What follows belongs to an exercise in optimizing a design on an open flow for small area; a production flow would make more cautious choices. Only simulation tests tie the RTL to the original design; equivalence was not proved.

## calc_cost_bt
module calc_cost_bt (
    input wire                     clk,
    input wire                     rst,
    input wire [11-1:0]   i_width,
    input wire             [7:0]   i_pixel_left_row0,
    input wire             [7:0]   i_pixel_left_row1,
    input wire             [7:0]   i_pixel_left_row2,
    input wire             [7:0]   i_pixel_right_row0,
    input wire             [7:0]   i_pixel_right_row1,
    input wire             [7:0]   i_pixel_right_row2,
    input wire                     i_rst_calc_cost,
    input wire                     i_reverse,
    input wire [8-1:0]   i_min_disp,
    input wire [8-1:0]   i_max_disp,
    output reg    [128*8-1:0]   o_data,
    output reg                     o_valid,
    output reg                     o_calc_cost_one_row_done
);
reg   [11-1:0] x;
reg                     go;
reg    [2:0] delay_cycles;
reg          state;
function automatic ge12(input [11:0] a, input [11:0] b);
    integer k;
    reg c;
    begin
        c = 1'b1;
        for (k = 0; k < 12; k = k + 1)
            c = (a[k] & ~b[k]) | (a[k] & c) | (~b[k] & c);
        ge12 = c;
    end
endfunction
function automatic [11:0] add12(input [11:0] a, input [11:0] b, input ci);
    integer k;
    reg c;
    begin
        c = ci;
        for (k = 0; k < 12; k = k + 1) begin
            add12[k] = a[k] ^ b[k] ^ c;
            c = (a[k] & b[k]) | (a[k] & c) | (b[k] & c);
        end
    end
endfunction
wire [11:0] w12  = {1'b0, i_width};
wire [11:0] mn12 = {4'd0, i_min_disp};
wire [11:0] mx12 = {4'd0, i_max_disp};
wire [11:0] x12  = {1'b0, x};
wire [11:0] w_p4     = add12(w12, 12'd4, 1'b0);
wire [11:0] w_mn     = add12(w12, mn12, 1'b0);
wire [11:0] w_mn_p4  = add12(w_mn, 12'd4, 1'b0);
wire [11:0] t_valid  = i_reverse ? add12(mn12, 12'd133, 1'b0) : add12(mx12, 12'd6, 1'b0);
  ...
Size in the first run: roughly 25000 cells after synthesis, about 1100 I/O pins, ~440000 um^2 of cells after synthesis.
Settings: LEC_CHECK=0, CAP_MARGIN=20, CORE_MARGIN=2, CORE_UTILIZATION=60, CTS_CLUSTER_DIAMETER=100, CTS_CLUSTER_SIZE=20, SLEW_MARGIN=20, SYNTH_HIERARCHICAL=1, SYNTH_MINIMUM_KEEP_SIZE=0; clock period 12.0 ns.
standard.sh (not shown) runs the stock make flow with config.mk's settings and CLKGATE_MAP_FILE= SYNTH_SCRIPT=/design/flow/synth_recipe.tcl, a recipe that flattens the netlist after the stock synthesis.
==> flow/flow/run.sh <==
#!/bin/bash
# Own layout flow: the standard flow (standard.sh, with config.mk's settings) with two
# changes that leave the netlist's logic and registers as the standard synthesis makes them:
#  1. after the standard synthesis, the gates of the disparity lanes that Yosys/ABC sized up
#     (a2bb2oi_2, maj3_2, mux2_4) are put back to their smallest size (drive strength only);
#  2. the port buffers that placement puts on every input and output are the platform's
#     smallest buffer (sky130_fd_sc_hd__buf_1).
# Floorplan, power grid, placement, CTS and routing are otherwise standard.sh's own.
set -euo pipefail
W=$(pwd)
R=$W/orfs/results/sky130hd/calc_cost_bt/base
{
  cat "$W/config.mk"
  echo "export BUFFER_PORTS_ARGS = -buffer_cell sky130_fd_sc_hd__buf_1"
} > "$W/config_own.mk"
sed "s#DESIGN_CONFIG=[^ ]*#DESIGN_CONFIG=$W/config_own.mk#" "$W/standard.sh" > "$W/standard_own.sh"
# 1. standard synthesis
bash "$W/standard_own.sh" synth > "$W/synth.log" 2>&1
# drive strengths of the lane gates
python3 - "$R/1_2_yosys.v" > "$W/resize.log" 2>&1 <<'PY'
import re, sys
p = sys.argv[1]
src = open(p).read()
swap = {'a2bb2oi_2': 'a2bb2oi_1', 'maj3_2': 'maj3_1', 'mux2_4': 'mux2_1'}
count = {}
def sub(m):
    cell = m.group(2)
    count[cell] = count.get(cell, 0) + 1
    return m.group(1) + 'sky130_fd_sc_hd__' + swap[cell] + m.group(3)
pat = re.compile(r'^(\s*)sky130_fd_sc_hd__(' + '|'.join(swap) + r')(\s)', re.M)
out = pat.sub(sub, src)
open(p, 'w').write(out)
print('resized:', count)
PY
rm -f "$R/1_synth.odb" "$R/1_synth.sdc"
# 2. the rest of the standard flow
bash "$W/standard_own.sh" "$@" > "$W/flow.log" 2>&1
The baseline finished clean.
==> next run, changes <==
--- a/flow/design.v
+++ b/flow/design.v
@@ -20,14 +20,14 @@
 module c_and2 (input wire a, input wire b, output wire y);
 assign y = a & b;
 endmodule
 module c_or2 (input wire a, input wire b, output wire y);
 assign y = a | b;
 endmodule
-module c_xor2 (input wire a, input wire b, output wire y);
-assign y = a ^ b;
+module c_xnor2 (input wire a, input wire b, output wire y);
+assign y = ~(a ^ b);
 endmodule
 module c_nor2 (input wire a, input wire b, output wire y);
 assign y = ~(a | b);
 endmodule
 module c_inv (input wire a, output wire y);
 assign y = ~a;
@@ -114,18 +114,18 @@
 wire [6:0] ngi;
 generate for (k = 0; k < 7; k = k + 1) begin : g_gci
 	c_a2bb2oi u (.a1_n(gnge), .a2_n(ng1[k]), .b1(gnge), .b2(g0[k]), .y(ngi[k]));
 end endgenerate
 wire [6:1] ak;
 wire [5:1] ns;
-c_xor2 u_s0  (.a(nci[0]), .b(ngi[0]), .y(costx[0]));
+c_xnor2 u_s0 (.a(nci[0]), .b(ngi[0]), .y(costx[0]));
 c_or2  u_ak1 (.a(nci[0]), .b(ngi[0]), .y(ak[1]));
 generate for (k = 1; k < 6; k = k + 1) begin : g_ad
 	c_fa u (.a(nci[k]), .b(ngi[k]), .ci(ak[k]), .s(ns[k]), .co(ak[k+1]));
 end endgenerate
-c_xor2 u_s6 (.a(ngi[6]), .b(ak[6]), .y(costx[6]));
+c_xnor2 u_s6 (.a(ngi[6]), .b(ak[6]), .y(costx[6]));
 c_nor2 u_s7 (.a(ngi[6]), .b(ak[6]), .y(costx[7]));
 assign costx[5:1] = ns;
 endmodule
 module bt_pair (
 	input wire        rev,
 	input wire [7:0]  nu, u, nu1, nu0,
@@ -147,13 +147,13 @@
 	.v1(e_hi[44:37]), .nv0(e_hi[36:29]), .v(e_hi[28:21]),
 	.vg1(e_hi[20:14]), .nvg0(e_hi[13:7]), .nvg(e_hi[6:0]),
 	.costx(x_hi)
 );
 genvar k;
 generate for (k = 0; k < 8; k = k + 1) begin : g_mux
-	if (k >= 1 && k <= 5) begin : g_inv
+	if (k <= 6) begin : g_inv
 		c_mux2i m_lo (.a0(x_hi[k]), .a1(x_lo[k]), .s(rev), .y(o_lo[k]));
 		c_mux2i m_hi (.a0(x_lo[k]), .a1(x_hi[k]), .s(rev), .y(o_hi[k]));
 	end else begin : g_buf
 		c_mux2 m_lo (.a0(x_hi[k]), .a1(x_lo[k]), .s(rev), .y(o_lo[k]));
 		c_mux2 m_hi (.a0(x_lo[k]), .a1(x_hi[k]), .s(rev), .y(o_hi[k]));
 	end
@@ -297,27 +297,27 @@
 bt_front front_r (
     .clk(clk), .go(go), .rev(i_reverse), .pad(pad_right),
     .i_row0(i_pixel_right_row0), .i_row1(i_pixel_right_row1), .i_row2(i_pixel_right_row2),
     .o_pix(r_pix), .o_pix0(r_pix0), .o_pix1(r_pix1), .o_pix_d(r_pix_d),
     .o_grd(r_grd), .o_grd0(r_grd0), .o_grd1(r_grd1), .o_grd_d(r_grd_d)
 );
-reg  [7:0] nu, nu1, nu0;
-reg  [6:0] nug, ug1, ug0p1;
-wire [7:0] u  = l_pix_d;
-wire [6:0] ug = l_grd_d;
+reg  [7:0] nu1, nu0;
+reg  [6:0] ug1, ug0p1;
+wire [7:0] u   = l_pix_d;
+wire [6:0] ug  = l_grd_d;
+wire [7:0] nu  = ~u;
+wire [6:0] nug = ~ug;
 reg  [44:0] right_buffer [0:128-2];
 reg   [7:0] rb_v1, rb_nv0;
 reg   [6:0] rb_vg1, rb_nvg0, rb_nvg;
 wire [44:0] rb_head = {rb_v1, rb_nv0, r_pix_d, rb_vg1, rb_nvg0, rb_nvg};
 integer ii;
 always @(posedge clk) begin
     if (go) begin
-        nu    <= ~l_pix;
         nu1   <= ~l_pix1;
         nu0   <= ~l_pix0;
-        nug   <= ~l_grd;
         ug1   <= l_grd1;
         ug0p1 <= l_grd0 + 7'd1;
         for (ii = 0; ii < 128-2; ii = ii+1)
             right_buffer[ii] <= right_buffer[ii+1];
         right_buffer[128-2] <= rb_head;
         rb_v1   <= r_pix1;
Result:
- The changed run passed the timing, design-rule and antenna checks
- sequential share of layout area hardly moves
- worst setup slack gets better by 0.22 ns
- design area shrinks by 0.42%
- global-route usage shrinks by 0.71 points
- fmax grows by 2.1%
- core utilization shrinks by 0.20 points
- wire length shrinks by 2.0%
- die area barely changes
- via count shrinks by 0.67%
- synthesized cell count is about the same
- hold slack gets worse by 0.0092 ns
- clock-buffer cell count shrinks by 5
- first-iteration DRC count shrinks by 3.3%

what the ideal ports hide:
No port has a modelled driver above. Below, the same layouts with a new extraction and two added sets of constraints.
Step 1 sets driving cells, clkbuf_16 on the clock port and buf_2 on the other inputs (assumed; they add their load-dependent delay and slew).
Step 2, shift: input delay + t, output delay - t, t = (earliest + latest rising clock arrival at the registers) / 2. This alone moves slack from input paths to output paths.
a / b / c = ideal / step 1 / step 2; a / b = the first two.
| run | t, ns | slack for setup (ns) | worst slew at a driven data input, ns |
|---|---|---|---|
| the first run | 1.286 | 1.535 / 1.535 / 1.535 | 0.07 |
| the second run | 1.277 | 1.752 / 1.752 / 1.752 | 0.03 |
After both steps every run listed still meets setup and hold.
